From an optimization exercise on the open Yosys and OpenROAD flow, aimed at a short achievable clock period and few clock cycles; shortcuts taken in it are not production practice.
The RTL was checked by simulation tests, not by an equivalence proof against the original design.
Power figures rest on the tool's default switching activity, not on a simulated workload.

build 3:
==> flow/design.v <==
module cpu
(
   input  wire       rst,
   input  wire       clk,
   input  wire [7:0] imem_data,
   output wire [7:0] imem_addr,
   output wire       dmem_port_write,
   output wire [7:0] dmem_port_wdata,
   input  wire [7:0] dmem_port_rdata,
   output wire [7:0] dmem_port_addr
);
reg  [7:0] fa;         
reg        ph;         
reg  [7:0] op;         
reg  [7:0] acc;        
reg  [7:0] zr;         
reg        cf;         
reg        pend_ld;    
reg        pend_alu;   
reg  [7:0] daddr;
reg  [7:0] wdata;
reg        we;
assign imem_addr       = fa;
assign dmem_port_addr  = daddr;
assign dmem_port_wdata = wdata;
assign dmem_port_write = we;
wire zf = ~|zr;
wire nf = zr[7];
wire o_ls    = (op[7:2] == 6'b000000);
wire o_alu   = (op[7:6] == 2'b01 || op[7:6] == 2'b10) && (op[5:3] == 3'b000);
wire o_jmp   = (op[7:2] == 6'b110000);
wire o_load  = o_ls & (op[1:0] == 2'd0);
wire o_loadi = o_ls & (op[1:0] == 2'd1);
wire o_store = o_ls & (op[1:0] == 2'd2);
wire o_stori = o_ls & (op[1:0] == 2'd3);
wire o_imm   = op[2];
function cond;
   input [1:0] j;
   input z, c, n;
   begin
      case (j)
      2'd0: cond = 1'b1;
      2'd1: cond = z;
      2'd2: cond = c;
      default: cond = n;
      endcase
   end
endfunction
wire [7:0] bop = ph ? imem_data : dmem_port_rdata;
wire       sub = op[0];
wire       cin = sub ? ~(op[1] & cf) : (op[1] & cf);
wire [8:0] sum = {1'b0, acc} + {1'b0, sub ? ~bop : bop} + {8'd0, cin};
reg  [7:0] lres;
always @(*) begin
   case (op[1:0])
   2'd0: lres = ~(acc & bop);
   2'd1: lres = ~(acc | bop);
   2'd2: lres = acc ^ bop;
   default: lres = ~(acc ^ bop);
   endcase
end
wire [7:0] ares = op[7] ? lres : sum[7:0];
wire       acar = ~op[7] & ~sub & sum[8];
wire [7:0] ni = imem_data;
wire n_used = (ni[7:2] == 6'b000000) ||
              (((ni[7:6] == 2'b01) || (ni[7:6] == 2'b10)) && (ni[5:3] == 3'b000)) ||
              (ni[7:2] == 6'b110000);
wire n_jc   = (ni[7:2] == 6'b110000) && (ni[1:0] != 2'd0);
wire skip   = ~n_used | (n_jc & ~pend_alu & ~cond(ni[1:0], zf, cf, nf));
wire taken  = o_jmp & cond(op[1:0], zf, cf, nf);
always @(posedge clk or posedge rst) begin
   if (rst) begin
      fa       <= 8'd0;
      ph       <= 1'b0;
      op       <= 8'd0;
      acc      <= 8'd0;
      zr       <= 8'd1;
      cf       <= 1'b0;
      pend_ld  <= 1'b0;
      pend_alu <= 1'b0;
      daddr    <= 8'd0;
      wdata    <= 8'd0;
      we       <= 1'b0;
   end
   else if (!ph) begin
      op       <= imem_data;
      pend_ld  <= 1'b0;
      pend_alu <= 1'b0;
      we       <= 1'b0;
      if (pend_ld)
         acc <= dmem_port_rdata;
      if (pend_alu) begin
         acc <= ares;
         zr  <= ares;
         cf  <= acar;
      end
      if (skip) begin
         fa <= fa + 8'd2;
      end
      else begin
         fa <= fa + 8'd1;
         ph <= 1'b1;
      end
   end
   else begin
      ph <= 1'b0;
      fa <= taken ? fa + imem_data : fa + 8'd1;
      if (o_loadi)
         acc <= imem_data;
      if (o_alu & o_imm) begin
         acc <= ares;
         zr  <= ares;
         cf  <= acar;
      end
      if (o_load | (o_alu & ~o_imm)) begin
         daddr    <= imem_data;
         pend_ld  <= o_load;
         pend_alu <= o_alu;
      end
      if (o_store) begin
         daddr <= imem_data;
         wdata <= acc;
         we    <= 1'b1;
      end
      if (o_stori) begin
         daddr <= acc;
         wdata <= imem_data;
         we    <= 1'b1;
      end
   end
end
endmodule
Settings: LEC_CHECK=0, ABC_CLOCK_PERIOD_IN_PS=2300, CAP_MARGIN=20, CORE_MARGIN=2, CORE_UTILIZATION=40, SETUP_SLACK_MARGIN=4.7, SLEW_MARGIN=20; clock period 7.0 ns.
run.sh (not shown) runs the stock make flow with config.mk's settings and CLKGATE_MAP_FILE= SYNTH_SCRIPT=/design/flow/synth_recipe.tcl, a recipe that flattens the netlist after the stock synthesis.
Build 3 finished all stages; the layout is clean.
Testbench counts of build 3, summed over its fixed seeds: cycles 125,497.
Input-level comparison between build 70 and build 3:
# build 3
export LEC_CHECK = 0
export ABC_CLOCK_PERIOD_IN_PS = 2300
export CAP_MARGIN = 20
export CORE_MARGIN = 2
export CORE_UTILIZATION = 40
export SETUP_SLACK_MARGIN = 4.7
export SLEW_MARGIN = 20
create_clock -name core_clock -period 7.0 [get_ports {clk}]
# build 70
export LEC_CHECK = 0
export CAP_MARGIN = 20
export CORE_MARGIN = 2
export CORE_UTILIZATION = 40
export SETUP_SLACK_MARGIN = 4.2
export SLEW_MARGIN = 20
create_clock -name core_clock -period 7.0 [get_ports {clk}]
==> comparison <==
Of the two values seen for most frequent standard cell in the layout excluding fill and tap cells, buf_4 was produced by build 3 and nand2_1 by build 70. Build 70 ends up with a maximum frequency that is 0.53% higher than in build 3. Diff build 3 -> build 70: buffer count from post-CTS setup fixing shows a reduction of 14, cell area shows a reduction of 260 um2, area of the multi-input gates shows a reduction of 6.4%.
Here is what was changed in the inputs of build 45 compared with build 70.
# build 70
export LEC_CHECK = 0
export CAP_MARGIN = 20
export CORE_MARGIN = 2
export CORE_UTILIZATION = 40
export SETUP_SLACK_MARGIN = 4.2
export SLEW_MARGIN = 20
create_clock -name core_clock -period 7.0 [get_ports {clk}]
# build 45
export LEC_CHECK = 0
export CAP_MARGIN = 20
export CORE_MARGIN = 2
export CORE_UTILIZATION = 40
export SLEW_MARGIN = 20
create_clock -name core_clock -period 7.0 [get_ports {clk}]
[summary]
Build 45 against build 70: fraction of standard cell area in multi-input logic now smaller; sequential cell count was more or less identical.
Delta (build 45 minus build 70): data required time at the worst endpoint held steady, number of buffer cells added on primary ports flat, clock group share of total power climbed 6.2 points, met2 track demand over resource shrank by 4.2 points.
Launch point of the worst path: dmem_port_rdata[0] -> build 70, imem_data[0] -> build 45

== run A ==
Another version of the RTL of cpu (not shown whole).
For scale: roughly 3800 cells after synthesis, about 1100 flip-flops, roughly 43 I/O pins, roughly 55000 um2 of cells after synthesis.
Settings: LEC_CHECK=0, ABC_CLOCK_PERIOD_IN_PS=3000, CAP_MARGIN=20, CORE_MARGIN=2, CORE_UTILIZATION=60, SETUP_SLACK_MARGIN=4.5, SLEW_MARGIN=20; clock period 7.0 ns.
Testbench counts of run A, summed over its fixed seeds: cycles 86,042.
## Diff of input files: run B against run A
diff --git a/flow/config.mk b/flow/config.mk
--- a/flow/config.mk
+++ b/flow/config.mk
@@ -7,6 +7,5 @@
 export LEC_CHECK = 0
-export ABC_CLOCK_PERIOD_IN_PS = 3000
 export CAP_MARGIN = 20
 export CORE_MARGIN = 2
-export CORE_UTILIZATION = 60
+export CORE_UTILIZATION = 40
 export SETUP_SLACK_MARGIN = 4.5
Findings:
The flow did not stop early for run B: all stages ran, and the layout cleared the timing, design-rule and antenna checks. Side by side, critical path depth turned out lower in run B than in run A. Maximum cell stage delay along the critical path (higher): run B. Run B vs run A: sum of routed wire length over all layers down in run B. Power share of the combinational group was higher in the run labelled run A. In the flow results for run A and run B, the sequential share of layout area is larger on run A. Taking run A as the reference, in run B initial core utilization shrank by 20 points; worst setup slack went down 0.027 ns; wire length the detailed router placed on met1 +4700 um. Run B — final critical-path share of the clock period 0.39 points higher, run A as reference.

separate check: timing with driven ports:
How much do the figures lean on ideal ports? The routed layouts below were timed once more, with nothing changed but the port constraints.
Step 1: set_driving_cell puts a clkbuf_16 on clk and a buf_2 on each other input, an assumption about the parent block.
Step 2 adds t to the input delays and takes it off the output delays; t is the mean of the earliest and latest rising clock arrival at the registers after step 1. Input paths then give back, and output paths get back, about the clock's delay inside the block.
Slacks: ideal ports / drivers / drivers and shift; pairs: ideal ports / drivers.
| run | t (ns) | slack for setup (ns) | clock arrival spread, ns | worst register clock-pin slew, ns | worst data-port slew with drivers (ns) |
|---|---|---|---|---|---|
| build 3 | 0.348 | 3.627 / 3.615 / 3.267 | 0.018 / 0.017 | 0.12 / 0.12 | 0.07 |
| build 70 | 0.339 | 3.645 / 3.623 / 3.284 | 0.009 / 0.009 | 0.11 / 0.11 | 0.06 |
| build 45 | 0.346 | 2.786 / 2.796 / 2.451 | 0.013 / 0.013 | 0.11 / 0.11 | 0.04 |
| run A | 0.813 | 3.352 / 3.352 / 2.989 | 0.061 / 0.062 | 0.07 / 0.07 | 0.07 |
| run B | 0.845 | 3.325 / 3.325 / 3.056 | 0.072 / 0.071 | 0.07 / 0.07 | 0.11 |
After both steps every run listed still meets setup and hold. The setup slack of run A, which loses most, moves by 0.000 ns with the drivers and by -0.363 ns with both steps.
